Source: an optimization exercise on an open RTL-to-GDS flow (aim: small area and a short achievable clock period). Production flows keep margins and buffers that such runs may drop.
In this exercise RTL edits were held to simulation tests only and were not proved equivalent to the original.
No activity file was given, so power comes from the tool's default toggle rates.

## flow/flow/run.sh

```bash
#!/bin/bash
# Standard layout, with a plain buffer (buf_1) on every input and output port,
# a clock tree of clkbuf_8 cells and no dummy clock loads.
set -euo pipefail
bash standard.sh "BUFFER_PORTS_ARGS=-buffer_cell sky130_fd_sc_hd__buf_1" \
  "CTS_ARGS=-sink_clustering_enable -repair_clock_nets -dont_use_dummy_load -buf_list sky130_fd_sc_hd__clkbuf_8" \
  finish > make_finish.log 2>&1
```

## flow/standard.sh

```bash
#!/bin/bash
# synth_recipe.tcl (not shown) runs the flow's synth.tcl, then flattens the netlist and writes it again
# the make line also repeats each setting of config.mk as NAME=value (left out here)
make -C /OpenROAD-flow-scripts/flow DESIGN_CONFIG=/design/flow/config.mk WORK_HOME=/design/flow/orfs CLKGATE_MAP_FILE= SYNTH_SCRIPT=/design/flow/synth_recipe.tcl "${@:-finish}"
```

## flow/config.mk

```make
export PLATFORM = sky130hd
export DESIGN_NAME = fp_multiplier
export DESIGN_NICKNAME = fp_multiplier
export VERILOG_FILES = /design/flow/design.v
export SDC_FILE = /design/flow/constraint.sdc
export NUM_CORES = 4
export LEC_CHECK = 0
export CAP_MARGIN = 20
export CORE_MARGIN = 2
export CORE_UTILIZATION = 40
export SETUP_SLACK_MARGIN = 4.8
export SLEW_MARGIN = 20
export SYNTH_HIERARCHICAL = 1
```

## flow/constraint.sdc

```tcl
create_clock -name core_clock -period 8.0 [get_ports {clk}]
set_input_delay 1.6000 -clock core_clock [delete_from_list [all_inputs] [get_ports {clk}]]
set_output_delay 1.6000 -clock core_clock [all_outputs]
set_load 0.01 [all_outputs]
```

## flow/design.v

```verilog
module fp_multiplier (
    input         sign,
    input         clk,
    input         rst,
    input  [16:0] a,
    input  [16:0] b,
    output [17:0] out,
    output        overflow,
    output        underflow
);
  wire [17:0] xa = {sign & a[16], a};
  wire [17:0] yb = {sign & b[16], b};
  wire [8:0] neg_d, one_d, two_d;
  wire [18:0] ybz = {yb, 1'b0};
  genvar gi;
  generate for (gi = 0; gi < 9; gi = gi + 1) begin : benc
    wire y2 = ybz[2*gi+2], y1 = ybz[2*gi+1], y0 = ybz[2*gi];
    assign neg_d[gi] = y2 & ~(y1 & y0);
    assign one_d[gi] = y1 ^ y0;
    assign two_d[gi] = (y2 & ~y1 & ~y0) | (~y2 & y1 & y0);
  end endgenerate
  reg [17:0] xr;
  reg [8:0] negr, oner, twor;
  reg s1;
  always @(posedge clk) begin
    xr <= xa; negr <= neg_d; oner <= one_d; twor <= two_d; s1 <= sign;
  end
  wire [4:0] r8sel = one_d[8] ? xa[4:0] : two_d[8] ? {xa[3:0], 1'b0} : 5'd0;
  wire [5:0] r8sum = {1'b0, r8sel ^ {5{neg_d[8]}}} + neg_d[8];
  reg [5:0] r8r;
  always @(posedge clk) r8r <= r8sum;
  wire lz_d = (1'b1 & ~|yb[9:0]) | (~|xa[0:0] & ~|yb[8:0]) | (~|xa[1:0] & ~|yb[7:0]) | (~|xa[2:0] & ~|yb[6:0]) | (~|xa[3:0] & ~|yb[5:0]) | (~|xa[4:0] & ~|yb[4:0]) | (~|xa[5:0] & ~|yb[3:0]) | (~|xa[6:0] & ~|yb[2:0]) | (~|xa[7:0] & ~|yb[1:0]) | (~|xa[8:0] & ~|yb[0:0]) | (~|xa[9:0] & 1'b1);
  reg lz1;
  always @(posedge clk) lz1 <= lz_d;
  wire pp1, pp2, pp3, pp4, pp5, pp6, pp7, pp8, pp9, pp10, pp11, pp12;
  wire pp13, pp14, pp15, pp16, pp17, pp18, pp19, pp20, pp21, pp22, pp23, pp24;
  wire pp25, pp26, pp27, pp28, pp29, pp30, pp31, pp32, pp33, pp34, pp35, pp36;
  wire pp37, pp38, pp39, pp40, pp41, pp42, pp43, pp44, pp45, pp46, pp47, pp48;
  wire pp49, pp50, pp51, pp52, pp53, pp54, pp55, pp56, pp57, pp58, pp59, pp60;
  wire pp61, pp62, pp63, pp64, pp65, pp66, pp67, pp68, pp69, pp70, pp71, pp72;
  wire pp73, pp74, pp75, pp76, pp77, pp78, pp79, pp80, pp81, pp82, pp83, pp84;
  wire pp85, pp86, pp87, pp88, pp89, pp90, pp91, pp92, pp93, pp94, pp95, pp96;
  wire pp97, pp98, pp99, pp100, pp101, pp102, pp103, pp104, pp105, pp106, pp107, pp108;
  wire pp109, pp110, pp111, pp112, pp113, pp114, pp115, pp116, pp117, pp118, pp119, pp120;
  wire pp121, pp122, pp123, pp124, pp125, pp126, pp127, pp128, pp129, pp130, pp131, pp132;
  wire pp133, pp134, pp135, pp136, pp137, pp138, pp139, pp140, pp141, pp142, pp143, pp144;
  wire pp145, pp146, pp147, pp148, pp149, pp150, pp151, pp152, pp153, pp154, pp155, pp156;
  wire pp157, pp158, pp159, pp160, pp161, pp162, pp163, pp164, pp165, pp166, s167, c168;
  wire s169, c170, s171, c172, s173, c174, s175, c176, s177, c178, s179, c180;
  wire s181, c182, s183, c184, s185, c186, s187, c188, s189, c190, s191, c192;
  wire s193, c194, s195, c196, s197, c198, s199, c200, s201, c202, s203, c204;
  wire s205, c206, s207, c208, s209, c210, s211, c212, s213, c214, s215, c216;
  wire s217, c218, s219, c220, s221, c222, s223, c224, s225, c226, s227, c228;
  wire s229, c230, s231, c232, s233, c234, s235, c236, s237, s238, c239, s240;
  wire c241, s242, c243, s244, c245, s246, c247, s248, c249, s250, c251, s252;
  wire c253, s254, c255, s256, c257, s258, c259, s260, c261, s262, c263, s264;
  wire c265, s266, c267, s268, c269, s270, c271, s272, c273, s274, c275, s276;
  wire c277, s278, c279, s280, c281, s282, c283, s284, c285, s286, c287, s288;
  wire c289, s290, c291, s292, c293, s294, c295, s296, c297, s298, c299, s300;
  wire c301, s302, c303, s304, c305, s306, c307, s308, c309, s310, c311, s312;
  wire c313, s314, c315, s316, c317, s318, c319, s320, c321, s322, c323, s324;
  wire s325, c326, s327, c328, s329, c330, s331, c332, s333, c334, s335, c336;
  wire s337, c338, s339, c340, s341, c342, s343, c344, s345, c346, s347, c348;
  wire s349, c350, s351, c352, s353, c354, s355, c356, s357, c358, s359, c360;
  wire s361, c362, s363, c364, s365, c366, s367, c368, s369, c370, s371, c372;
  wire s373, c374, s375, c376, s377, c378, s379, s380, c381, s382, c383, s384;
  wire c385, s386, c387, s388, c389, s390, c391, s392, c393, s394, c395, s396;
  wire c397, s398, c399, s400, c401, s402, c403, s404, c405, s406, c407, s408;
  wire c409, s410, c411, s412, c413, s414, c415, s416, c417, s418, c419, s420;
  wire c421, s422, c423, s424, c425, s426, c427, s428, c429, s430, c431, s432;
  wire c433, s434, c435, s436, c437, s438, c439, s440, c441, s442, lg443, lp444;
  wire lg445, lp446, lg447, lp448, lg449, lp450, lg451, lp452, lg453, lp454, lg455, lp456;
  wire lg457, lp458, lg459, lp460, lg461, lp462, lG463, lP464, lG465, lP466, lG467, lP468;
  wire lG469, lP470, lG471, lP472, lG473, lP474, lG475, lP476, lG477, lP478, lG479, lP480;
  wire lG481, lP482, lG483, lP484, lG485, lP486, lG487, lP488, lG489, lP490, lG491, lP492;
  wire hg493, hp494, hg495, hp496, hg497, hp498, hg499, hp500, hg501, hp502, hg503, hp504;
  wire hg505, hp506, hg507, hp508, hg509, hp510, hg511, hp512, hg513, hp514, hg515, hp516;
  wire hg517, hp518, hg519, hp520, hg521, hp522, hg523, hp524, hg525, hp526, hg527, hp528;
  wire hg529, hp530, hg531, hp532, hg533, hp534, hg535, hp536, hg537, hp538, hg539, hp540;
  wire hg541, hp542, hG543, hP544, hG545, hP546, hG547, hP548, hG549, hP550, hG551, hP552;
  wire hG553, hP554, hG555, hP556, hG557, hP558, hG559, hP560, hG561, hP562, hG563, hP564;
  wire hG565, hP566, hG567, hP568, hG569, hP570, hG571, hP572, hG573, hP574, hG575, hP576;
  wire hG577, hP578, hG579, hP580, hG581, hP582, hG583, hP584, hG585, hP586, hG587, hP588;
  wire hG589, hP590, hG591, hP592, hG593, hP594, hG595, hP596, hG597, hP598, hG599, hP600;
  wire hG601, hP602, hG603, hP604, hG605, hP606, hG607, hP608, hG609, hP610, hG611, hP612;
  wire hG613, hP614, hG615, hP616, hG617, hP618, hG619, hP620, hG621, hP622, hG623, hP624;
  wire hG625, hP626, hG627, hP628, hG629, hP630, hG631, hP632, hG633, hP634, hG635, hP636;
  wire hG637, hP638, hG639, hP640, hG641, hP642, hG643, hP644, hG645, hP646, hG647, hP648;
  wire hG649, hP650;
  assign pp1 = ((oner[0] & xr[0])) ^ negr[0];
  assign pp2 = ((oner[0] & xr[1]) | (twor[0] & xr[0])) ^ negr[0];
  assign pp3 = ((oner[0] & xr[2]) | (twor[0] & xr[1])) ^ negr[0];
  assign pp4 = ((oner[0] & xr[3]) | (twor[0] & xr[2])) ^ negr[0];
  assign pp5 = ((oner[0] & xr[4]) | (twor[0] & xr[3])) ^ negr[0];
  assign pp6 = ((oner[0] & xr[5]) | (twor[0] & xr[4])) ^ negr[0];
  assign pp7 = ((oner[0] & xr[6]) | (twor[0] & xr[5])) ^ negr[0];
  assign pp8 = ((oner[0] & xr[7]) | (twor[0] & xr[6])) ^ negr[0];
  assign pp9 = ((oner[0] & xr[8]) | (twor[0] & xr[7])) ^ negr[0];
  assign pp10 = ((oner[0] & xr[9]) | (twor[0] & xr[8])) ^ negr[0];
  assign pp11 = ((oner[0] & xr[10]) | (twor[0] & xr[9])) ^ negr[0];
  assign pp12 = ((oner[0] & xr[11]) | (twor[0] & xr[10])) ^ negr[0];
  assign pp13 = ((oner[0] & xr[12]) | (twor[0] & xr[11])) ^ negr[0];
  assign pp14 = ((oner[0] & xr[13]) | (twor[0] & xr[12])) ^ negr[0];
  assign pp15 = ((oner[0] & xr[14]) | (twor[0] & xr[13])) ^ negr[0];
  assign pp16 = ((oner[0] & xr[15]) | (twor[0] & xr[14])) ^ negr[0];
  assign pp17 = ((oner[0] & xr[16]) | (twor[0] & xr[15])) ^ negr[0];
  assign pp18 = ((oner[0] & xr[17]) | (twor[0] & xr[16])) ^ negr[0];
  assign pp19 = ((oner[0] & xr[17]) | (twor[0] & xr[17])) ^ negr[0];
  assign pp20 = ~pp19;
  assign pp21 = ((oner[1] & xr[0])) ^ negr[1];
  assign pp22 = ((oner[1] & xr[1]) | (twor[1] & xr[0])) ^ negr[1];
  assign pp23 = ((oner[1] & xr[2]) | (twor[1] & xr[1])) ^ negr[1];
  assign pp24 = ((oner[1] & xr[3]) | (twor[1] & xr[2])) ^ negr[1];
  assign pp25 = ((oner[1] & xr[4]) | (twor[1] & xr[3])) ^ negr[1];
  assign pp26 = ((oner[1] & xr[5]) | (twor[1] & xr[4])) ^ negr[1];
  assign pp27 = ((oner[1] & xr[6]) | (twor[1] & xr[5])) ^ negr[1];
  assign pp28 = ((oner[1] & xr[7]) | (twor[1] & xr[6])) ^ negr[1];
  assign pp29 = ((oner[1] & xr[8]) | (twor[1] & xr[7])) ^ negr[1];
  assign pp30 = ((oner[1] & xr[9]) | (twor[1] & xr[8])) ^ negr[1];
  assign pp31 = ((oner[1] & xr[10]) | (twor[1] & xr[9])) ^ negr[1];
  assign pp32 = ((oner[1] & xr[11]) | (twor[1] & xr[10])) ^ negr[1];
  assign pp33 = ((oner[1] & xr[12]) | (twor[1] & xr[11])) ^ negr[1];
  assign pp34 = ((oner[1] & xr[13]) | (twor[1] & xr[12])) ^ negr[1];
  assign pp35 = ((oner[1] & xr[14]) | (twor[1] & xr[13])) ^ negr[1];
  assign pp36 = ((oner[1] & xr[15]) | (twor[1] & xr[14])) ^ negr[1];
  assign pp37 = ((oner[1] & xr[16]) | (twor[1] & xr[15])) ^ negr[1];
  assign pp38 = ((oner[1] & xr[17]) | (twor[1] & xr[16])) ^ negr[1];
  assign pp39 = ~(((oner[1] & xr[17]) | (twor[1] & xr[17])) ^ negr[1]);
  assign pp40 = ((oner[2] & xr[0])) ^ negr[2];
  assign pp41 = ((oner[2] & xr[1]) | (twor[2] & xr[0])) ^ negr[2];
  assign pp42 = ((oner[2] & xr[2]) | (twor[2] & xr[1])) ^ negr[2];
  assign pp43 = ((oner[2] & xr[3]) | (twor[2] & xr[2])) ^ negr[2];
  assign pp44 = ((oner[2] & xr[4]) | (twor[2] & xr[3])) ^ negr[2];
  assign pp45 = ((oner[2] & xr[5]) | (twor[2] & xr[4])) ^ negr[2];
  assign pp46 = ((oner[2] & xr[6]) | (twor[2] & xr[5])) ^ negr[2];
  assign pp47 = ((oner[2] & xr[7]) | (twor[2] & xr[6])) ^ negr[2];
  assign pp48 = ((oner[2] & xr[8]) | (twor[2] & xr[7])) ^ negr[2];
  assign pp49 = ((oner[2] & xr[9]) | (twor[2] & xr[8])) ^ negr[2];
  assign pp50 = ((oner[2] & xr[10]) | (twor[2] & xr[9])) ^ negr[2];
  assign pp51 = ((oner[2] & xr[11]) | (twor[2] & xr[10])) ^ negr[2];
  assign pp52 = ((oner[2] & xr[12]) | (twor[2] & xr[11])) ^ negr[2];
  assign pp53 = ((oner[2] & xr[13]) | (twor[2] & xr[12])) ^ negr[2];
  assign pp54 = ((oner[2] & xr[14]) | (twor[2] & xr[13])) ^ negr[2];
  assign pp55 = ((oner[2] & xr[15]) | (twor[2] & xr[14])) ^ negr[2];
  assign pp56 = ((oner[2] & xr[16]) | (twor[2] & xr[15])) ^ negr[2];
  assign pp57 = ((oner[2] & xr[17]) | (twor[2] & xr[16])) ^ negr[2];
  assign pp58 = ~(((oner[2] & xr[17]) | (twor[2] & xr[17])) ^ negr[2]);
  assign pp59 = ((oner[3] & xr[0])) ^ negr[3];
  assign pp60 = ((oner[3] & xr[1]) | (twor[3] & xr[0])) ^ negr[3];
  assign pp61 = ((oner[3] & xr[2]) | (twor[3] & xr[1])) ^ negr[3];
  assign pp62 = ((oner[3] & xr[3]) | (twor[3] & xr[2])) ^ negr[3];
  assign pp63 = ((oner[3] & xr[4]) | (twor[3] & xr[3])) ^ negr[3];
  assign pp64 = ((oner[3] & xr[5]) | (twor[3] & xr[4])) ^ negr[3];
  assign pp65 = ((oner[3] & xr[6]) | (twor[3] & xr[5])) ^ negr[3];
  assign pp66 = ((oner[3] & xr[7]) | (twor[3] & xr[6])) ^ negr[3];
  assign pp67 = ((oner[3] & xr[8]) | (twor[3] & xr[7])) ^ negr[3];
  assign pp68 = ((oner[3] & xr[9]) | (twor[3] & xr[8])) ^ negr[3];
  assign pp69 = ((oner[3] & xr[10]) | (twor[3] & xr[9])) ^ negr[3];
  assign pp70 = ((oner[3] & xr[11]) | (twor[3] & xr[10])) ^ negr[3];
  assign pp71 = ((oner[3] & xr[12]) | (twor[3] & xr[11])) ^ negr[3];
  assign pp72 = ((oner[3] & xr[13]) | (twor[3] & xr[12])) ^ negr[3];
  assign pp73 = ((oner[3] & xr[14]) | (twor[3] & xr[13])) ^ negr[3];
  assign pp74 = ((oner[3] & xr[15]) | (twor[3] & xr[14])) ^ negr[3];
  assign pp75 = ((oner[3] & xr[16]) | (twor[3] & xr[15])) ^ negr[3];
  assign pp76 = ((oner[3] & xr[17]) | (twor[3] & xr[16])) ^ negr[3];
  assign pp77 = ~(((oner[3] & xr[17]) | (twor[3] & xr[17])) ^ negr[3]);
  assign pp78 = ((oner[4] & xr[0])) ^ negr[4];
  assign pp79 = ((oner[4] & xr[1]) | (twor[4] & xr[0])) ^ negr[4];
  assign pp80 = ((oner[4] & xr[2]) | (twor[4] & xr[1])) ^ negr[4];
  assign pp81 = ((oner[4] & xr[3]) | (twor[4] & xr[2])) ^ negr[4];
  assign pp82 = ((oner[4] & xr[4]) | (twor[4] & xr[3])) ^ negr[4];
  assign pp83 = ((oner[4] & xr[5]) | (twor[4] & xr[4])) ^ negr[4];
  assign pp84 = ((oner[4] & xr[6]) | (twor[4] & xr[5])) ^ negr[4];
  assign pp85 = ((oner[4] & xr[7]) | (twor[4] & xr[6])) ^ negr[4];
  assign pp86 = ((oner[4] & xr[8]) | (twor[4] & xr[7])) ^ negr[4];
  assign pp87 = ((oner[4] & xr[9]) | (twor[4] & xr[8])) ^ negr[4];
  assign pp88 = ((oner[4] & xr[10]) | (twor[4] & xr[9])) ^ negr[4];
  assign pp89 = ((oner[4] & xr[11]) | (twor[4] & xr[10])) ^ negr[4];
  assign pp90 = ((oner[4] & xr[12]) | (twor[4] & xr[11])) ^ negr[4];
  assign pp91 = ((oner[4] & xr[13]) | (twor[4] & xr[12])) ^ negr[4];
  assign pp92 = ((oner[4] & xr[14]) | (twor[4] & xr[13])) ^ negr[4];
  assign pp93 = ((oner[4] & xr[15]) | (twor[4] & xr[14])) ^ negr[4];
  assign pp94 = ((oner[4] & xr[16]) | (twor[4] & xr[15])) ^ negr[4];
  assign pp95 = ((oner[4] & xr[17]) | (twor[4] & xr[16])) ^ negr[4];
  assign pp96 = ~(((oner[4] & xr[17]) | (twor[4] & xr[17])) ^ negr[4]);
  assign pp97 = ((oner[5] & xr[0])) ^ negr[5];
  assign pp98 = ((oner[5] & xr[1]) | (twor[5] & xr[0])) ^ negr[5];
  assign pp99 = ((oner[5] & xr[2]) | (twor[5] & xr[1])) ^ negr[5];
  assign pp100 = ((oner[5] & xr[3]) | (twor[5] & xr[2])) ^ negr[5];
  assign pp101 = ((oner[5] & xr[4]) | (twor[5] & xr[3])) ^ negr[5];
  assign pp102 = ((oner[5] & xr[5]) | (twor[5] & xr[4])) ^ negr[5];
  assign pp103 = ((oner[5] & xr[6]) | (twor[5] & xr[5])) ^ negr[5];
  assign pp104 = ((oner[5] & xr[7]) | (twor[5] & xr[6])) ^ negr[5];
  assign pp105 = ((oner[5] & xr[8]) | (twor[5] & xr[7])) ^ negr[5];
  assign pp106 = ((oner[5] & xr[9]) | (twor[5] & xr[8])) ^ negr[5];
  assign pp107 = ((oner[5] & xr[10]) | (twor[5] & xr[9])) ^ negr[5];
  assign pp108 = ((oner[5] & xr[11]) | (twor[5] & xr[10])) ^ negr[5];
  assign pp109 = ((oner[5] & xr[12]) | (twor[5] & xr[11])) ^ negr[5];
  assign pp110 = ((oner[5] & xr[13]) | (twor[5] & xr[12])) ^ negr[5];
  assign pp111 = ((oner[5] & xr[14]) | (twor[5] & xr[13])) ^ negr[5];
  assign pp112 = ((oner[5] & xr[15]) | (twor[5] & xr[14])) ^ negr[5];
  assign pp113 = ((oner[5] & xr[16]) | (twor[5] & xr[15])) ^ negr[5];
  assign pp114 = ((oner[5] & xr[17]) | (twor[5] & xr[16])) ^ negr[5];
  assign pp115 = ~(((oner[5] & xr[17]) | (twor[5] & xr[17])) ^ negr[5]);
  assign pp116 = ((oner[6] & xr[0])) ^ negr[6];
  assign pp117 = ((oner[6] & xr[1]) | (twor[6] & xr[0])) ^ negr[6];
  assign pp118 = ((oner[6] & xr[2]) | (twor[6] & xr[1])) ^ negr[6];
  assign pp119 = ((oner[6] & xr[3]) | (twor[6] & xr[2])) ^ negr[6];
  assign pp120 = ((oner[6] & xr[4]) | (twor[6] & xr[3])) ^ negr[6];
  assign pp121 = ((oner[6] & xr[5]) | (twor[6] & xr[4])) ^ negr[6];
  assign pp122 = ((oner[6] & xr[6]) | (twor[6] & xr[5])) ^ negr[6];
  assign pp123 = ((oner[6] & xr[7]) | (twor[6] & xr[6])) ^ negr[6];
  assign pp124 = ((oner[6] & xr[8]) | (twor[6] & xr[7])) ^ negr[6];
  assign pp125 = ((oner[6] & xr[9]) | (twor[6] & xr[8])) ^ negr[6];
  assign pp126 = ((oner[6] & xr[10]) | (twor[6] & xr[9])) ^ negr[6];
  assign pp127 = ((oner[6] & xr[11]) | (twor[6] & xr[10])) ^ negr[6];
  assign pp128 = ((oner[6] & xr[12]) | (twor[6] & xr[11])) ^ negr[6];
  assign pp129 = ((oner[6] & xr[13]) | (twor[6] & xr[12])) ^ negr[6];
  assign pp130 = ((oner[6] & xr[14]) | (twor[6] & xr[13])) ^ negr[6];
  assign pp131 = ((oner[6] & xr[15]) | (twor[6] & xr[14])) ^ negr[6];
  assign pp132 = ((oner[6] & xr[16]) | (twor[6] & xr[15])) ^ negr[6];
  assign pp133 = ((oner[6] & xr[17]) | (twor[6] & xr[16])) ^ negr[6];
  assign pp134 = ~(((oner[6] & xr[17]) | (twor[6] & xr[17])) ^ negr[6]);
  assign pp135 = ((oner[7] & xr[0])) ^ negr[7];
  assign pp136 = ((oner[7] & xr[1]) | (twor[7] & xr[0])) ^ negr[7];
  assign pp137 = ((oner[7] & xr[2]) | (twor[7] & xr[1])) ^ negr[7];
  assign pp138 = ((oner[7] & xr[3]) | (twor[7] & xr[2])) ^ negr[7];
  assign pp139 = ((oner[7] & xr[4]) | (twor[7] & xr[3])) ^ negr[7];
  assign pp140 = ((oner[7] & xr[5]) | (twor[7] & xr[4])) ^ negr[7];
  assign pp141 = ((oner[7] & xr[6]) | (twor[7] & xr[5])) ^ negr[7];
  assign pp142 = ((oner[7] & xr[7]) | (twor[7] & xr[6])) ^ negr[7];
  assign pp143 = ((oner[7] & xr[8]) | (twor[7] & xr[7])) ^ negr[7];
  assign pp144 = ((oner[7] & xr[9]) | (twor[7] & xr[8])) ^ negr[7];
  assign pp145 = ((oner[7] & xr[10]) | (twor[7] & xr[9])) ^ negr[7];
  assign pp146 = ((oner[7] & xr[11]) | (twor[7] & xr[10])) ^ negr[7];
  assign pp147 = ((oner[7] & xr[12]) | (twor[7] & xr[11])) ^ negr[7];
  assign pp148 = ((oner[7] & xr[13]) | (twor[7] & xr[12])) ^ negr[7];
  assign pp149 = ((oner[7] & xr[14]) | (twor[7] & xr[13])) ^ negr[7];
  assign pp150 = ((oner[7] & xr[15]) | (twor[7] & xr[14])) ^ negr[7];
  assign pp151 = ((oner[7] & xr[16]) | (twor[7] & xr[15])) ^ negr[7];
  assign pp152 = ((oner[7] & xr[17]) | (twor[7] & xr[16])) ^ negr[7];
  assign pp153 = ~(((oner[7] & xr[17]) | (twor[7] & xr[17])) ^ negr[7]);
  assign pp154 = ((oner[8] & xr[5]) | (twor[8] & xr[4])) ^ negr[8];
  assign pp155 = ((oner[8] & xr[6]) | (twor[8] & xr[5])) ^ negr[8];
  assign pp156 = ((oner[8] & xr[7]) | (twor[8] & xr[6])) ^ negr[8];
  assign pp157 = ((oner[8] & xr[8]) | (twor[8] & xr[7])) ^ negr[8];
  assign pp158 = ((oner[8] & xr[9]) | (twor[8] & xr[8])) ^ negr[8];
  assign pp159 = ((oner[8] & xr[10]) | (twor[8] & xr[9])) ^ negr[8];
  assign pp160 = ((oner[8] & xr[11]) | (twor[8] & xr[10])) ^ negr[8];
  assign pp161 = ((oner[8] & xr[12]) | (twor[8] & xr[11])) ^ negr[8];
  assign pp162 = ((oner[8] & xr[13]) | (twor[8] & xr[12])) ^ negr[8];
  assign pp163 = ((oner[8] & xr[14]) | (twor[8] & xr[13])) ^ negr[8];
  assign pp164 = ((oner[8] & xr[15]) | (twor[8] & xr[14])) ^ negr[8];
  assign pp165 = ((oner[8] & xr[16]) | (twor[8] & xr[15])) ^ negr[8];
  assign pp166 = ((oner[8] & xr[17]) | (twor[8] & xr[16])) ^ negr[8];
  fp_ha u_s167 (.a(negr[5]), .b(pp11), .s(s167), .co(c168));
  fp_ha u_s169 (.a(pp12), .b(pp30), .s(s169), .co(c170));
  fp_fa u_s171 (.a(negr[6]), .b(pp13), .c(pp31), .s(s171), .co(c172));
  fp_ha u_s173 (.a(pp48), .b(pp65), .s(s173), .co(c174));
  fp_fa u_s175 (.a(pp14), .b(pp32), .c(pp49), .s(s175), .co(c176));
  fp_ha u_s177 (.a(pp66), .b(pp83), .s(s177), .co(c178));
  fp_fa u_s179 (.a(negr[7]), .b(pp15), .c(pp33), .s(s179), .co(c180));
  fp_fa u_s181 (.a(pp50), .b(pp67), .c(pp84), .s(s181), .co(c182));
  fp_ha u_s183 (.a(pp101), .b(pp118), .s(s183), .co(c184));
  fp_fa u_s185 (.a(pp16), .b(pp34), .c(pp51), .s(s185), .co(c186));
  fp_fa u_s187 (.a(pp68), .b(pp85), .c(pp102), .s(s187), .co(c188));
  fp_ha u_s189 (.a(pp119), .b(pp136), .s(s189), .co(c190));
  fp_fa u_s191 (.a(r8r[0]), .b(pp17), .c(pp35), .s(s191), .co(c192));
  fp_fa u_s193 (.a(pp52), .b(pp69), .c(pp86), .s(s193), .co(c194));
  fp_fa u_s195 (.a(pp103), .b(pp120), .c(pp137), .s(s195), .co(c196));
  fp_fa u_s197 (.a(r8r[1]), .b(pp18), .c(pp36), .s(s197), .co(c198));
  fp_fa u_s199 (.a(pp53), .b(pp70), .c(pp87), .s(s199), .co(c200));
  fp_fa u_s201 (.a(pp104), .b(pp121), .c(pp138), .s(s201), .co(c202));
  fp_fa u_s203 (.a(r8r[2]), .b(pp19), .c(pp37), .s(s203), .co(c204));
  fp_fa u_s205 (.a(pp54), .b(pp71), .c(pp88), .s(s205), .co(c206));
  fp_fa u_s207 (.a(pp105), .b(pp122), .c(pp139), .s(s207), .co(c208));
  fp_fa u_s209 (.a(r8r[3]), .b(pp19), .c(pp38), .s(s209), .co(c210));
  fp_fa u_s211 (.a(pp55), .b(pp72), .c(pp89), .s(s211), .co(c212));
  fp_fa u_s213 (.a(pp106), .b(pp123), .c(pp140), .s(s213), .co(c214));
  fp_fa u_s215 (.a(r8r[4]), .b(pp39), .c(pp56), .s(s215), .co(c216));
  fp_fa u_s217 (.a(pp73), .b(pp90), .c(pp107), .s(s217), .co(c218));
  fp_fa u_s219 (.a(pp124), .b(pp141), .c(pp20), .s(s219), .co(c220));
  assign s221 = ~(r8r[5] ^ pp57);
  assign c222 = r8r[5] | pp57;
  fp_fa u_s223 (.a(pp74), .b(pp91), .c(pp108), .s(s223), .co(c224));
  fp_fa u_s225 (.a(pp125), .b(pp142), .c(pp154), .s(s225), .co(c226));
  fp_fa u_s227 (.a(pp58), .b(pp75), .c(pp92), .s(s227), .co(c228));
  fp_fa u_s229 (.a(pp109), .b(pp126), .c(pp143), .s(s229), .co(c230));
  assign s231 = ~(pp76 ^ pp93);
  assign c232 = pp76 | pp93;
  fp_ha u_s233 (.a(pp110), .b(pp127), .s(s233), .co(c234));
  fp_fa u_s235 (.a(pp77), .b(pp94), .c(pp111), .s(s235), .co(c236));
  assign s237 = ~pp95;
  fp_ha u_s238 (.a(negr[3]), .b(pp7), .s(s238), .co(c239));
  fp_ha u_s240 (.a(pp8), .b(pp26), .s(s240), .co(c241));
  fp_fa u_s242 (.a(negr[4]), .b(pp9), .c(pp27), .s(s242), .co(c243));
  fp_ha u_s244 (.a(pp44), .b(pp61), .s(s244), .co(c245));
  fp_fa u_s246 (.a(pp10), .b(pp28), .c(pp45), .s(s246), .co(c247));
  fp_ha u_s248 (.a(pp62), .b(pp79), .s(s248), .co(c249));
  fp_fa u_s250 (.a(pp29), .b(pp46), .c(pp63), .s(s250), .co(c251));
  fp_fa u_s252 (.a(pp80), .b(pp97), .c(s167), .s(s252), .co(c253));
  fp_fa u_s254 (.a(pp47), .b(pp64), .c(pp81), .s(s254), .co(c255));
  fp_fa u_s256 (.a(pp98), .b(c168), .c(s169), .s(s256), .co(c257));
  fp_fa u_s258 (.a(pp82), .b(pp99), .c(pp116), .s(s258), .co(c259));
  fp_fa u_s260 (.a(c170), .b(s173), .c(s171), .s(s260), .co(c261));
  fp_fa u_s262 (.a(pp100), .b(pp117), .c(c174), .s(s262), .co(c263));
  fp_fa u_s264 (.a(s177), .b(c172), .c(s175), .s(s264), .co(c265));
  fp_fa u_s266 (.a(pp135), .b(c178), .c(s183), .s(s266), .co(c267));
  fp_fa u_s268 (.a(c176), .b(s179), .c(s181), .s(s268), .co(c269));
  fp_fa u_s270 (.a(c184), .b(s189), .c(c180), .s(s270), .co(c271));
  fp_fa u_s272 (.a(c182), .b(s185), .c(s187), .s(s272), .co(c273));
  fp_fa u_s274 (.a(c190), .b(c186), .c(c188), .s(s274), .co(c275));
  fp_fa u_s276 (.a(s191), .b(s193), .c(s195), .s(s276), .co(c277));
  fp_fa u_s278 (.a(c192), .b(c194), .c(c196), .s(s278), .co(c279));
  fp_fa u_s280 (.a(s197), .b(s199), .c(s201), .s(s280), .co(c281));
  fp_fa u_s282 (.a(c198), .b(c200), .c(c202), .s(s282), .co(c283));
  fp_fa u_s284 (.a(s203), .b(s205), .c(s207), .s(s284), .co(c285));
  fp_fa u_s286 (.a(c204), .b(c206), .c(c208), .s(s286), .co(c287));
  fp_fa u_s288 (.a(s209), .b(s211), .c(s213), .s(s288), .co(c289));
  fp_fa u_s290 (.a(c210), .b(c212), .c(c214), .s(s290), .co(c291));
  fp_fa u_s292 (.a(s215), .b(s217), .c(s219), .s(s292), .co(c293));
  fp_fa u_s294 (.a(s221), .b(c216), .c(c218), .s(s294), .co(c295));
  fp_fa u_s296 (.a(c220), .b(s223), .c(s225), .s(s296), .co(c297));
  fp_fa u_s298 (.a(pp155), .b(c222), .c(c224), .s(s298), .co(c299));
  fp_fa u_s300 (.a(c226), .b(s227), .c(s229), .s(s300), .co(c301));
  fp_fa u_s302 (.a(pp144), .b(pp156), .c(s231), .s(s302), .co(c303));
  fp_fa u_s304 (.a(s233), .b(c228), .c(c230), .s(s304), .co(c305));
  fp_fa u_s306 (.a(pp128), .b(pp145), .c(pp157), .s(s306), .co(c307));
  fp_fa u_s308 (.a(c232), .b(c234), .c(s235), .s(s308), .co(c309));
  fp_fa u_s310 (.a(pp112), .b(pp129), .c(pp146), .s(s310), .co(c311));
  fp_fa u_s312 (.a(pp158), .b(s237), .c(c236), .s(s312), .co(c313));
  fp_fa u_s314 (.a(pp95), .b(pp96), .c(pp113), .s(s314), .co(c315));
  fp_fa u_s316 (.a(pp130), .b(pp147), .c(pp159), .s(s316), .co(c317));
  assign s318 = ~(pp114 ^ pp131);
  assign c319 = pp114 | pp131;
  fp_ha u_s320 (.a(pp148), .b(pp160), .s(s320), .co(c321));
  fp_fa u_s322 (.a(pp115), .b(pp132), .c(pp149), .s(s322), .co(c323));
  assign s324 = ~pp133;
  fp_ha u_s325 (.a(negr[2]), .b(pp5), .s(s325), .co(c326));
  fp_ha u_s327 (.a(pp6), .b(pp24), .s(s327), .co(c328));
  fp_fa u_s329 (.a(pp25), .b(pp42), .c(pp59), .s(s329), .co(c330));
  fp_fa u_s331 (.a(pp43), .b(pp60), .c(c239), .s(s331), .co(c332));
  fp_fa u_s333 (.a(pp78), .b(c241), .c(s244), .s(s333), .co(c334));
  fp_fa u_s335 (.a(c245), .b(s248), .c(c243), .s(s335), .co(c336));
  fp_fa u_s337 (.a(c249), .b(c247), .c(s250), .s(s337), .co(c338));
  fp_fa u_s339 (.a(c251), .b(s254), .c(c253), .s(s339), .co(c340));
  fp_fa u_s341 (.a(c255), .b(s258), .c(c257), .s(s341), .co(c342));
  fp_fa u_s343 (.a(c259), .b(s262), .c(c261), .s(s343), .co(c344));
  fp_fa u_s345 (.a(c263), .b(s266), .c(c265), .s(s345), .co(c346));
  fp_fa u_s347 (.a(c267), .b(c269), .c(s270), .s(s347), .co(c348));
  fp_fa u_s349 (.a(c271), .b(c273), .c(s274), .s(s349), .co(c350));
  fp_fa u_s351 (.a(c275), .b(c277), .c(s278), .s(s351), .co(c352));
  fp_fa u_s353 (.a(c279), .b(c281), .c(s282), .s(s353), .co(c354));
  fp_fa u_s355 (.a(c283), .b(c285), .c(s286), .s(s355), .co(c356));
  fp_fa u_s357 (.a(c287), .b(c289), .c(s290), .s(s357), .co(c358));
  fp_fa u_s359 (.a(c291), .b(s294), .c(c293), .s(s359), .co(c360));
  fp_fa u_s361 (.a(c295), .b(c297), .c(s298), .s(s361), .co(c362));
  fp_fa u_s363 (.a(s302), .b(c299), .c(c301), .s(s363), .co(c364));
  fp_fa u_s365 (.a(s306), .b(c303), .c(c305), .s(s365), .co(c366));
  fp_fa u_s367 (.a(c307), .b(s310), .c(c309), .s(s367), .co(c368));
  fp_fa u_s369 (.a(c311), .b(s314), .c(s316), .s(s369), .co(c370));
  fp_fa u_s371 (.a(s318), .b(s320), .c(c315), .s(s371), .co(c372));
  fp_fa u_s373 (.a(pp161), .b(c319), .c(c321), .s(s373), .co(c374));
  fp_fa u_s375 (.a(pp150), .b(pp162), .c(s324), .s(s375), .co(c376));
  fp_fa u_s377 (.a(pp133), .b(pp134), .c(pp151), .s(s377), .co(c378));
  assign s379 = ~pp152;
  fp_ha u_s380 (.a(negr[1]), .b(pp3), .s(s380), .co(c381));
  fp_ha u_s382 (.a(pp4), .b(pp22), .s(s382), .co(c383));
  fp_fa u_s384 (.a(pp23), .b(pp40), .c(s325), .s(s384), .co(c385));
  fp_fa u_s386 (.a(pp41), .b(c326), .c(s327), .s(s386), .co(c387));
  fp_fa u_s388 (.a(c328), .b(s238), .c(s329), .s(s388), .co(c389));
  fp_fa u_s390 (.a(s240), .b(c330), .c(s331), .s(s390), .co(c391));
  fp_fa u_s392 (.a(s242), .b(c332), .c(s333), .s(s392), .co(c393));
  fp_fa u_s394 (.a(s246), .b(c334), .c(s335), .s(s394), .co(c395));
  fp_fa u_s396 (.a(s252), .b(c336), .c(s337), .s(s396), .co(c397));
  fp_fa u_s398 (.a(s256), .b(c338), .c(s339), .s(s398), .co(c399));
  fp_fa u_s400 (.a(s260), .b(c340), .c(s341), .s(s400), .co(c401));
  fp_fa u_s402 (.a(s264), .b(c342), .c(s343), .s(s402), .co(c403));
  fp_fa u_s404 (.a(s268), .b(c344), .c(s345), .s(s404), .co(c405));
  fp_fa u_s406 (.a(s272), .b(c346), .c(s347), .s(s406), .co(c407));
  fp_fa u_s408 (.a(s276), .b(c348), .c(s349), .s(s408), .co(c409));
  fp_fa u_s410 (.a(s280), .b(c350), .c(s351), .s(s410), .co(c411));
  fp_fa u_s412 (.a(s284), .b(c352), .c(s353), .s(s412), .co(c413));
  fp_fa u_s414 (.a(s288), .b(c354), .c(s355), .s(s414), .co(c415));
  fp_fa u_s416 (.a(s292), .b(c356), .c(s357), .s(s416), .co(c417));
  fp_fa u_s418 (.a(s296), .b(c358), .c(s359), .s(s418), .co(c419));
  fp_fa u_s420 (.a(s300), .b(c360), .c(s361), .s(s420), .co(c421));
  fp_fa u_s422 (.a(s304), .b(c362), .c(s363), .s(s422), .co(c423));
  fp_fa u_s424 (.a(s308), .b(s365), .c(c364), .s(s424), .co(c425));
  fp_fa u_s426 (.a(s312), .b(c366), .c(s367), .s(s426), .co(c427));
  fp_fa u_s428 (.a(c313), .b(s369), .c(c368), .s(s428), .co(c429));
  fp_fa u_s430 (.a(c317), .b(c370), .c(s371), .s(s430), .co(c431));
  fp_fa u_s432 (.a(s322), .b(s373), .c(c372), .s(s432), .co(c433));
  fp_fa u_s434 (.a(c323), .b(s375), .c(c374), .s(s434), .co(c435));
  fp_fa u_s436 (.a(pp163), .b(c376), .c(s377), .s(s436), .co(c437));
  fp_fa u_s438 (.a(pp164), .b(s379), .c(c378), .s(s438), .co(c439));
  fp_fa u_s440 (.a(pp152), .b(pp153), .c(pp165), .s(s440), .co(c441));
  assign s442 = ~pp166;
  assign lg443 = (negr[0] & pp1);
  assign lp444 = (negr[0] ^ pp1);
  assign lg445 = (pp2 & 1'b0);
  assign lp446 = (pp2 ^ 1'b0);
  assign lg447 = (s380 & pp21);
  assign lp448 = (s380 ^ pp21);
  assign lg449 = (c381 & s382);
  assign lp450 = (c381 ^ s382);
  assign lg451 = (c383 & s384);
  assign lp452 = (c383 ^ s384);
  assign lg453 = (c385 & s386);
  assign lp454 = (c385 ^ s386);
  assign lg455 = (c387 & s388);
  assign lp456 = (c387 ^ s388);
  assign lg457 = (c389 & s390);
  assign lp458 = (c389 ^ s390);
  assign lg459 = (c391 & s392);
  assign lp460 = (c391 ^ s392);
  assign lg461 = (c393 & s394);
  assign lp462 = (c393 ^ s394);
  assign lG463 = lg445 | (lp446 & lg443);
  assign lP464 = lp446 & lp444;
  assign lG465 = lg449 | (lp450 & lg447);
  assign lP466 = lp450 & lp448;
  assign lG467 = lg453 | (lp454 & lg451);
  assign lP468 = lp454 & lp452;
  assign lG469 = lg457 | (lp458 & lg455);
  assign lP470 = lp458 & lp456;
  assign lG471 = lg461 | (lp462 & lg459);
  assign lP472 = lp462 & lp460;
  assign lG473 = lg447 | (lp448 & lG463);
  assign lP474 = lp448 & lP464;
  assign lG475 = lG465 | (lP466 & lG463);
  assign lP476 = lP466 & lP464;
  assign lG477 = lg455 | (lp456 & lG467);
  assign lP478 = lp456 & lP468;
  assign lG479 = lG469 | (lP470 & lG467);
  assign lP480 = lP470 & lP468;
  assign lG481 = lg451 | (lp452 & lG475);
  assign lP482 = lp452 & lP476;
  assign lG483 = lG467 | (lP468 & lG475);
  assign lP484 = lP468 & lP476;
  assign lG485 = lG477 | (lP478 & lG475);
  assign lP486 = lP478 & lP476;
  assign lG487 = lG479 | (lP480 & lG475);
  assign lP488 = lP480 & lP476;
  assign lG489 = lg459 | (lp460 & lG487);
  assign lP490 = lp460 & lP488;
  assign lG491 = lG471 | (lP472 & lG487);
  assign lP492 = lP472 & lP488;
  wire ck_w = lG491;
  wire [9:0] lot = {lp462, lp460, lp458, lp456, lp454, lp452, lp450, lp448, lp446, lp444};
  wire [23:0] ha_w = {c441, c439, c437, c435, c433, c431, c429, c427, c425, c423, c421, c419, c417, c415, c413, c411, c409, c407, c405, c403, c401, c399, c397, c395};
  wire [23:0] hb_w = {s442, s440, s438, s436, s434, s432, s430, s428, s426, s424, s422, s420, s418, s416, s414, s412, s410, s408, s406, s404, s402, s400, s398, s396};
  reg [23:0] ra;
  reg [23:0] rb;
  reg lor, land, ck, s2, rst_d;
  always @(posedge clk) begin
    ra <= ha_w; rb <= hb_w; s2 <= s1; rst_d <= rst;
    lor <= ~lz1; land <= &lot; ck <= ck_w;
  end
  assign hg493 = (ck & ck);
  assign hp494 = (ck ^ ck);
  assign hg495 = (ra[0] & rb[0]);
  assign hp496 = (ra[0] ^ rb[0]);
  assign hg497 = (ra[1] & rb[1]);
  assign hp498 = (ra[1] ^ rb[1]);
  assign hg499 = (ra[2] & rb[2]);
  assign hp500 = (ra[2] ^ rb[2]);
  assign hg501 = (ra[3] & rb[3]);
  assign hp502 = (ra[3] ^ rb[3]);
  assign hg503 = (ra[4] & rb[4]);
  assign hp504 = (ra[4] ^ rb[4]);
  assign hg505 = (ra[5] & rb[5]);
  assign hp506 = (ra[5] ^ rb[5]);
  assign hg507 = (ra[6] & rb[6]);
  assign hp508 = (ra[6] ^ rb[6]);
  assign hg509 = (ra[7] & rb[7]);
  assign hp510 = (ra[7] ^ rb[7]);
  assign hg511 = (ra[8] & rb[8]);
  assign hp512 = (ra[8] ^ rb[8]);
  assign hg513 = (ra[9] & rb[9]);
  assign hp514 = (ra[9] ^ rb[9]);
  assign hg515 = (ra[10] & rb[10]);
  assign hp516 = (ra[10] ^ rb[10]);
  assign hg517 = (ra[11] & rb[11]);
  assign hp518 = (ra[11] ^ rb[11]);
  assign hg519 = (ra[12] & rb[12]);
  assign hp520 = (ra[12] ^ rb[12]);
  assign hg521 = (ra[13] & rb[13]);
  assign hp522 = (ra[13] ^ rb[13]);
  assign hg523 = (ra[14] & rb[14]);
  assign hp524 = (ra[14] ^ rb[14]);
  assign hg525 = (ra[15] & rb[15]);
  assign hp526 = (ra[15] ^ rb[15]);
  assign hg527 = (ra[16] & rb[16]);
  assign hp528 = (ra[16] ^ rb[16]);
  assign hg529 = (ra[17] & rb[17]);
  assign hp530 = (ra[17] ^ rb[17]);
  assign hg531 = (ra[18] & rb[18]);
  assign hp532 = (ra[18] ^ rb[18]);
  assign hg533 = (ra[19] & rb[19]);
  assign hp534 = (ra[19] ^ rb[19]);
  assign hg535 = (ra[20] & rb[20]);
  assign hp536 = (ra[20] ^ rb[20]);
  assign hg537 = (ra[21] & rb[21]);
  assign hp538 = (ra[21] ^ rb[21]);
  assign hg539 = (ra[22] & rb[22]);
  assign hp540 = (ra[22] ^ rb[22]);
  assign hg541 = (ra[23] & rb[23]);
  assign hp542 = (ra[23] ^ rb[23]);
  assign hG543 = hg495 | (hp496 & hg493);
  assign hP544 = hp496 & hp494;
  assign hG545 = hg499 | (hp500 & hg497);
  assign hP546 = hp500 & hp498;
  assign hG547 = hg503 | (hp504 & hg501);
  assign hP548 = hp504 & hp502;
  assign hG549 = hg507 | (hp508 & hg505);
  assign hP550 = hp508 & hp506;
  assign hG551 = hg511 | (hp512 & hg509);
  assign hP552 = hp512 & hp510;
  assign hG553 = hg515 | (hp516 & hg513);
  assign hP554 = hp516 & hp514;
  assign hG555 = hg519 | (hp520 & hg517);
  assign hP556 = hp520 & hp518;
  assign hG557 = hg523 | (hp524 & hg521);
  assign hP558 = hp524 & hp522;
  assign hG559 = hg527 | (hp528 & hg525);
  assign hP560 = hp528 & hp526;
  assign hG561 = hg531 | (hp532 & hg529);
  assign hP562 = hp532 & hp530;
  assign hG563 = hg535 | (hp536 & hg533);
  assign hP564 = hp536 & hp534;
  assign hG565 = hg539 | (hp540 & hg537);
  assign hP566 = hp540 & hp538;
  assign hG567 = hg497 | (hp498 & hG543);
  assign hP568 = hp498 & hP544;
  assign hG569 = hG545 | (hP546 & hG543);
  assign hP570 = hP546 & hP544;
  assign hG571 = hg505 | (hp506 & hG547);
  assign hP572 = hp506 & hP548;
  assign hG573 = hG549 | (hP550 & hG547);
  assign hP574 = hP550 & hP548;
  assign hG575 = hg513 | (hp514 & hG551);
  assign hP576 = hp514 & hP552;
  assign hG577 = hG553 | (hP554 & hG551);
  assign hP578 = hP554 & hP552;
  assign hG579 = hg521 | (hp522 & hG555);
  assign hP580 = hp522 & hP556;
  assign hG581 = hG557 | (hP558 & hG555);
  assign hP582 = hP558 & hP556;
  assign hG583 = hg529 | (hp530 & hG559);
  assign hP584 = hp530 & hP560;
  assign hG585 = hG561 | (hP562 & hG559);
  assign hP586 = hP562 & hP560;
  assign hG587 = hg537 | (hp538 & hG563);
  assign hP588 = hp538 & hP564;
  assign hG589 = hG565 | (hP566 & hG563);
  assign hP590 = hP566 & hP564;
  assign hG591 = hg501 | (hp502 & hG569);
  assign hP592 = hp502 & hP570;
  assign hG593 = hG547 | (hP548 & hG569);
  assign hP594 = hP548 & hP570;
  assign hG595 = hG571 | (hP572 & hG569);
  assign hP596 = hP572 & hP570;
  assign hG597 = hG573 | (hP574 & hG569);
  assign hP598 = hP574 & hP570;
  assign hG599 = hg517 | (hp518 & hG577);
  assign hP600 = hp518 & hP578;
  assign hG601 = hG555 | (hP556 & hG577);
  assign hP602 = hP556 & hP578;
  assign hG603 = hG579 | (hP580 & hG577);
  assign hP604 = hP580 & hP578;
  assign hG605 = hG581 | (hP582 & hG577);
  assign hP606 = hP582 & hP578;
  assign hG607 = hg533 | (hp534 & hG585);
  assign hP608 = hp534 & hP586;
  assign hG609 = hG563 | (hP564 & hG585);
  assign hP610 = hP564 & hP586;
  assign hG611 = hG587 | (hP588 & hG585);
  assign hP612 = hP588 & hP586;
  assign hG613 = hG589 | (hP590 & hG585);
  assign hP614 = hP590 & hP586;
  assign hG615 = hg509 | (hp510 & hG597);
  assign hP616 = hp510 & hP598;
  assign hG617 = hG551 | (hP552 & hG597);
  assign hP618 = hP552 & hP598;
  assign hG619 = hG575 | (hP576 & hG597);
  assign hP620 = hP576 & hP598;
  assign hG621 = hG577 | (hP578 & hG597);
  assign hP622 = hP578 & hP598;
  assign hG623 = hG599 | (hP600 & hG597);
  assign hP624 = hP600 & hP598;
  assign hG625 = hG601 | (hP602 & hG597);
  assign hP626 = hP602 & hP598;
  assign hG627 = hG603 | (hP604 & hG597);
  assign hP628 = hP604 & hP598;
  assign hG629 = hG605 | (hP606 & hG597);
  assign hP630 = hP606 & hP598;
  assign hG631 = hg541 | (hp542 & hG613);
  assign hP632 = hp542 & hP614;
  assign hG633 = hg525 | (hp526 & hG629);
  assign hP634 = hp526 & hP630;
  assign hG635 = hG559 | (hP560 & hG629);
  assign hP636 = hP560 & hP630;
  assign hG637 = hG583 | (hP584 & hG629);
  assign hP638 = hP584 & hP630;
  assign hG639 = hG585 | (hP586 & hG629);
  assign hP640 = hP586 & hP630;
  assign hG641 = hG607 | (hP608 & hG629);
  assign hP642 = hP608 & hP630;
  assign hG643 = hG609 | (hP610 & hG629);
  assign hP644 = hP610 & hP630;
  assign hG645 = hG611 | (hP612 & hG629);
  assign hP646 = hP612 & hP630;
  assign hG647 = hG613 | (hP614 & hG629);
  assign hP648 = hP614 & hP630;
  assign hG649 = hG631 | (hP632 & hG629);
  assign hP650 = hP632 & hP630;
  wire [33:10] ph = {(hp542 ^ hG647), (hp540 ^ hG645), (hp538 ^ hG643), (hp536 ^ hG641), (hp534 ^ hG639), (hp532 ^ hG637), (hp530 ^ hG635), (hp528 ^ hG633), (hp526 ^ hG629), (hp524 ^ hG627), (hp522 ^ hG625), (hp520 ^ hG623), (hp518 ^ hG621), (hp516 ^ hG619), (hp514 ^ hG617), (hp512 ^ hG615), (hp510 ^ hG597), (hp508 ^ hG595), (hp506 ^ hG593), (hp504 ^ hG591), (hp502 ^ hG569), (hp500 ^ hG567), (hp498 ^ hG543), (hp496 ^ hg493)};
  wire neg = s2 & ph[33];
  wire ovf_w = neg ? ~&ph[33:25] : |ph[33:24];
  wire unf_w = neg ? ~(&ph[15:10] & land) : (|ph[15:10] | lor);
  wire clr = rst | rst_d;
  reg [17:0] out_r;
  reg overflow_r, underflow_r;
  always @(posedge clk) begin
    out_r       <= clr ? 18'd0 : ph[31:14];
    overflow_r  <= clr ? 1'b0 : ovf_w;
    underflow_r <= clr ? 1'b0 : unf_w;
  end
  assign overflow = overflow_r;
  assign underflow = underflow_r;
  assign out = out_r;
endmodule
module fp_fa (input a, input b, input c, output s, output co);
  assign s = a ^ b ^ c;
  assign co = (a & b) | (c & (a ^ b));
endmodule
module fp_ha (input a, input b, output s, output co);
  assign s = a ^ b;
  assign co = a & b;
endmodule
```

==> summary.txt <==
[cell families (layout without fill, tap and decap cells)]
| kind of cell | Yosys count | in the layout | share of synthesized area |
|---|---|---|---|
| AO/OA/AOI/OAI | 233 | 233 | 0.1695 |
| XOR/XNOR | 185 | 185 | 0.1591 |
| adder cells (fa/ha/maj) | 180 | 180 | 0.3110 |
| AND/OR/NAND/NOR | 132 | 132 | 0.06695 |
| flip-flops | 126 | 126 | 0.2476 |
| buffers and inverters | 113 | 101 | 0.04164 |
| multiplexers | 4 | 4 | 0.004176 |
[metrics by stage]
| stage | hold slack (ns) | utilization | setup WS [ns] |
|---|---|---|---|
| 2_1_floorplan | 0.3096 | - | 4.779 |
| 3_3_place_gp | 0.3844 | 0.4190 | 4.461 |
| 3_5_place_dp | 0.3767 | 0.4190 | 4.509 |
| 4_1_cts | 0.3563 | 0.4299 | 4.771 |
| 5_1_grt | 0.3623 | 0.4312 | 4.662 |
| 6_report | 0.3748 | 0.4312 | 4.876 |
[path summary, 6_finish.rpt]
check / from / slack, ns / cells after the start / to
max: ra[0] / 4.88 / 13 / overflow_r
min: s1 / 0.37 / 0 / s2
max reg2reg: ra[0] / 4.88 / 13 / overflow_r
min reg2reg: s1 / 0.37 / 0 / s2
[Yosys stat by module, one instance, submodules excluded]
module | copies in the design | flip-flops and latches
fp_fa | 117 | 0
fp_multiplier | 1 | 126
fp_ha | 16 | 0
[layout by cell type (no fill, tap or decap), types with 8 or more instances in the layout]
cell	count
sky130_fd_sc_hd__inv_1	20
sky130_fd_sc_hd__buf_1	56
sky130_fd_sc_hd__nor2_1	32
sky130_fd_sc_hd__dfxtp_2	28
sky130_fd_sc_hd__xnor2_1	165
sky130_fd_sc_hd__nor3_1	10
sky130_fd_sc_hd__nor2b_1	8
sky130_fd_sc_hd__dfxtp_1	92
sky130_fd_sc_hd__a21oi_1	14
sky130_fd_sc_hd__clkbuf_8	17
sky130_fd_sc_hd__fa_1	122
sky130_fd_sc_hd__ha_1	58
sky130_fd_sc_hd__and2_1	8
sky130_fd_sc_hd__nand2b_1	8
sky130_fd_sc_hd__buf_4	8
sky130_fd_sc_hd__a22oi_1	149
sky130_fd_sc_hd__nand2_1	29
sky130_fd_sc_hd__a21o_1	12
sky130_fd_sc_hd__xor2_1	18
sky130_fd_sc_hd__o21ai_0	20
[repair_timing]
item | CTS | global route
endpoints found under the setup margin | 27 | 16
resized for setup | 32 | 9
gates cloned | 0 | 0
[worst max-delay path: stages (launching register included)]
cell                       delay [ns]
sky130_fd_sc_hd__dfxtp_1         0.32
sky130_fd_sc_hd__fa_1            0.49
sky130_fd_sc_hd__a211oi_2        0.30
sky130_fd_sc_hd__nor3_2          0.12
sky130_fd_sc_hd__o21ai_2         0.23
sky130_fd_sc_hd__and2_1          0.25
sky130_fd_sc_hd__nand2_1         0.09
sky130_fd_sc_hd__fa_1            0.41
sky130_fd_sc_hd__xnor2_2         0.18
sky130_fd_sc_hd__nor2_1          0.11
sky130_fd_sc_hd__nand4_1         0.09
sky130_fd_sc_hd__nor3_1          0.15
sky130_fd_sc_hd__a41oi_1         0.13
sky130_fd_sc_hd__a21boi_1        0.16
[power by group through the flow]
stage / Clock, W / Sequential, W / Combinational, W
3_5_place_dp: 0 / 0.00100 / 0.00227
3_3_place_gp: 0 / 0.00100 / 0.00220
5_1_grt: 0.000444 / 0.00101 / 0.00259
2_1_floorplan: 0 / 0.000920 / 0.00176
6_report: 0.000403 / 0.000993 / 0.00226
4_1_cts: 0.000419 / 0.000993 / 0.00227
[cell usage after synthesis (8+ instances only)]
cell	instances	area, sq um
sky130_fd_sc_hd__a22oi_1	149	1119
sky130_fd_sc_hd__clkbuf_1	75	281.5
sky130_fd_sc_hd__nor2b_1	8	50.05
sky130_fd_sc_hd__nor2_1	32	120.1
sky130_fd_sc_hd__ha_1	58	725.7
sky130_fd_sc_hd__xnor2_1	167	1463
sky130_fd_sc_hd__o21ai_0	20	100.1
sky130_fd_sc_hd__and2_1	8	50.05
sky130_fd_sc_hd__a21o_1	12	90.09
sky130_fd_sc_hd__inv_1	20	75.07
sky130_fd_sc_hd__buf_1	18	67.56
sky130_fd_sc_hd__nor3_1	10	50.05
sky130_fd_sc_hd__a21oi_1	14	70.07
sky130_fd_sc_hd__nand2_1	29	108.9
sky130_fd_sc_hd__dfxtp_1	126	2522
sky130_fd_sc_hd__xor2_1	18	157.7
sky130_fd_sc_hd__nand2b_1	8	50.05
sky130_fd_sc_hd__fa_1	122	2442
[state kept, by name, indices dropped and copies added, names as in the netlist, 6 cells and up]
| signal | flops |
|---|---|
| negr | 9 |
| oner | 9 |
| out_r | 18 |
| r8r | 6 |
| ra | 24 |
| rb | 24 |
| twor | 9 |
| xr | 18 |
[per-layer routing]
| metal | up-vias | wire length [um] | GRT usage |
|---|---|---|---|
| met5 | - | 0 | 0 |
| met4 | 0 | 433 | 0.05821 |
| met3 | 42 | 1915 | 0.04266 |
| met2 | 313 | 11070 | 0.3021 |
| met1 | 3489 | 11680 | 0.2752 |
| li1 | 3331 | - | - |
[area by class of cell]
class                      count  area, sq um  area share
timing repair buffer          64        270.3     0.02496
multi-input combinational    734         7254      0.6701
inverter                      20        75.07    0.006934
sequential                   126         2580      0.2383
tap                          330        412.9     0.03814
clock buffer                  17        234.0     0.02161
==> parameters.txt <==
Parameter                              Value

Place
  Number of buffers added on ports ... 56
  Post-detailed-placement cell area ... 10520 sq um
  Global placer's final weighted congestion ... 0.8827
  Dpl hpwl ... 17900 um
  Number of placed instances with taps included ... 1274

Synthesis
  Distinct cell type count after synthesis ... 61
  Number of enable-type register cells in the synthesized netlist ... 0
  Warnings from Yosys ... 7
  Number of synthesized register bits ... 126
  Register area share after synthesis ... 0.2476
  Avg Inst Size Synth ... 10.47 sq um
  Most frequently used flop master after synthesis ... sky130_fd_sc_hd__dfxtp_1
  Syn Std Cell Area ... 10190 sq um
  Cell count after synthesis ... 973
  Async SR Flop Fraction ... 0
  Mapped Nets ... 1190

Die
  Floorplan die width ... 163.6 um
  Die height ... 163.6 um
  Site Rows ... 58
  Die area ... 26760 sq um
  Starting density of the core ... 0.4057
  Core region area ... 25110 sq um
  Top-level I/O count ... 57

Global route
  Maximum number of pins on one net before global-route repair ... 21
  Total global routing track utilization ... 0.1956
  Antenna violations before repair ... 0
  Wire length of the first global-routing pass ... 40500 um
  Total gr overflow ... 0
  Vias in the first global route ... 7297

Power and ir drop
  Relative contribution of sequential cells to total power ... 0.272
  Power spent charging and discharging nets ... 0.001574 W
  Internal cell power ... 0.002083 W
  Cell Pwr Density ... 337.7 nW/um^2
  Power Total ... 0.003657 W
  VDD IR-drop max ... 128.9 uV
  Switching fraction of total power ... 0.4304
  Reported leakage power ... 4.061 nW
  Combinational cell fraction of total power ... 0.618
  Clock network fraction of total power ... 0.110

Clocking
  Total CTS buffers ... 17
  Deepest clock path buffer count ... 2
  Post-CTS repair timing setup buffer count ... 0
  Root buf cell ... sky130_fd_sc_hd__clkbuf_8
  Clock net sink count ... 126
  Post-CTS Hold Buffers ... 0
  Clock-pin slew on the worst setup and hold paths ... 0.08 ns
  Clock tree from TritonCTS ... yes
  Max H-tree Level ... 4
  Clock insertion delay at the later pin of the skew report ... 0.44 ns

STA
  Max-Slew Margin vs Limit ... 0.4520
  Final slew viol count ... 0
  Hold violation total from the final report ... 0
  Worst Tran Pin Value ... 0.8208 ns
  Final total negative setup slack ... 0 ns
  Post-Route Skew ... 0.02832 ns
  Final setup vio count ... 0
  Final Cycle Share ... 0.3905
  Post-layout minimum cycle time ... 3.124 ns
  Setup repair after global routing missed its margin ... yes
  Max Freq ... 0.3201 GHz

Layout
  Summed area of non-filler cells in the final layout ... 10830 sq um
  Fillcell total ... 2438
  Count of inserted antenna diode cells ... 0
  Post-layout net count ... 1180
  Final non-filler cell total ... 1291
  Share of layout cells above drive strength 1 ... 0.07596
  Layout Area Growth over Synthesis ... 6.289%

Drt
  Vias per inst ... 5.558
  Remaining number of nets flagged by the antenna check after routing ... 0
  Routed wire per std cell ... 19.44 um
  Wirelength, routed ... 25100 um
  First-pass DRT Iterations ... 5
  Remaining design rule violation count ... 0
  Via count ... 7175
  Violation count after the first detailed-route iteration ... 626

Flow run
  Max-cap violations ... 0

Setup path
  Maximum fanout along the worst path ... 5
  Path type of the worst setup path ... flop to flop
  CP Data Arrival Time ... 3.44 ns
  Critical path startpoint category ... flop
  Setup crit end kind ... flop
  Required arrival time at the worst endpoint ... 8.32 ns

Run status
  Run status ... complete, no violations

Hold path
  Class of the most critical hold timing path ... flop to flop

[static timing again, ports no longer ideal]
No port has a modelled driver above. Below, the same layout with a new extraction and two added sets of constraints.
Step 1 (the two cells are an assumption about what drives the block):
set clk [get_ports {clk}]
set_driving_cell -lib_cell sky130_fd_sc_hd__clkbuf_16 $clk
set_driving_cell -lib_cell sky130_fd_sc_hd__buf_2 [delete_from_list [all_inputs] $clk]
Step 2 also shifts input and output timing later by t, the mid clock arrival at the registers, as if the neighbouring blocks saw the same clock.
a / b / c = ideal / step 1 / step 2; a / b = the first two.
t, ns: 0.462
slack for setup (ns): 4.876 / 4.876 / 4.725
worst setup path after step 2: input to register
latest minus earliest clock arrival (ns): 0.028 / 0.028
slew at the worst register clock pin (ns): 0.08 / 0.08
After both steps setup and hold are still met in this run. The setup slack of this run moves by 0.000 ns with the drivers and by -0.151 ns with both steps.
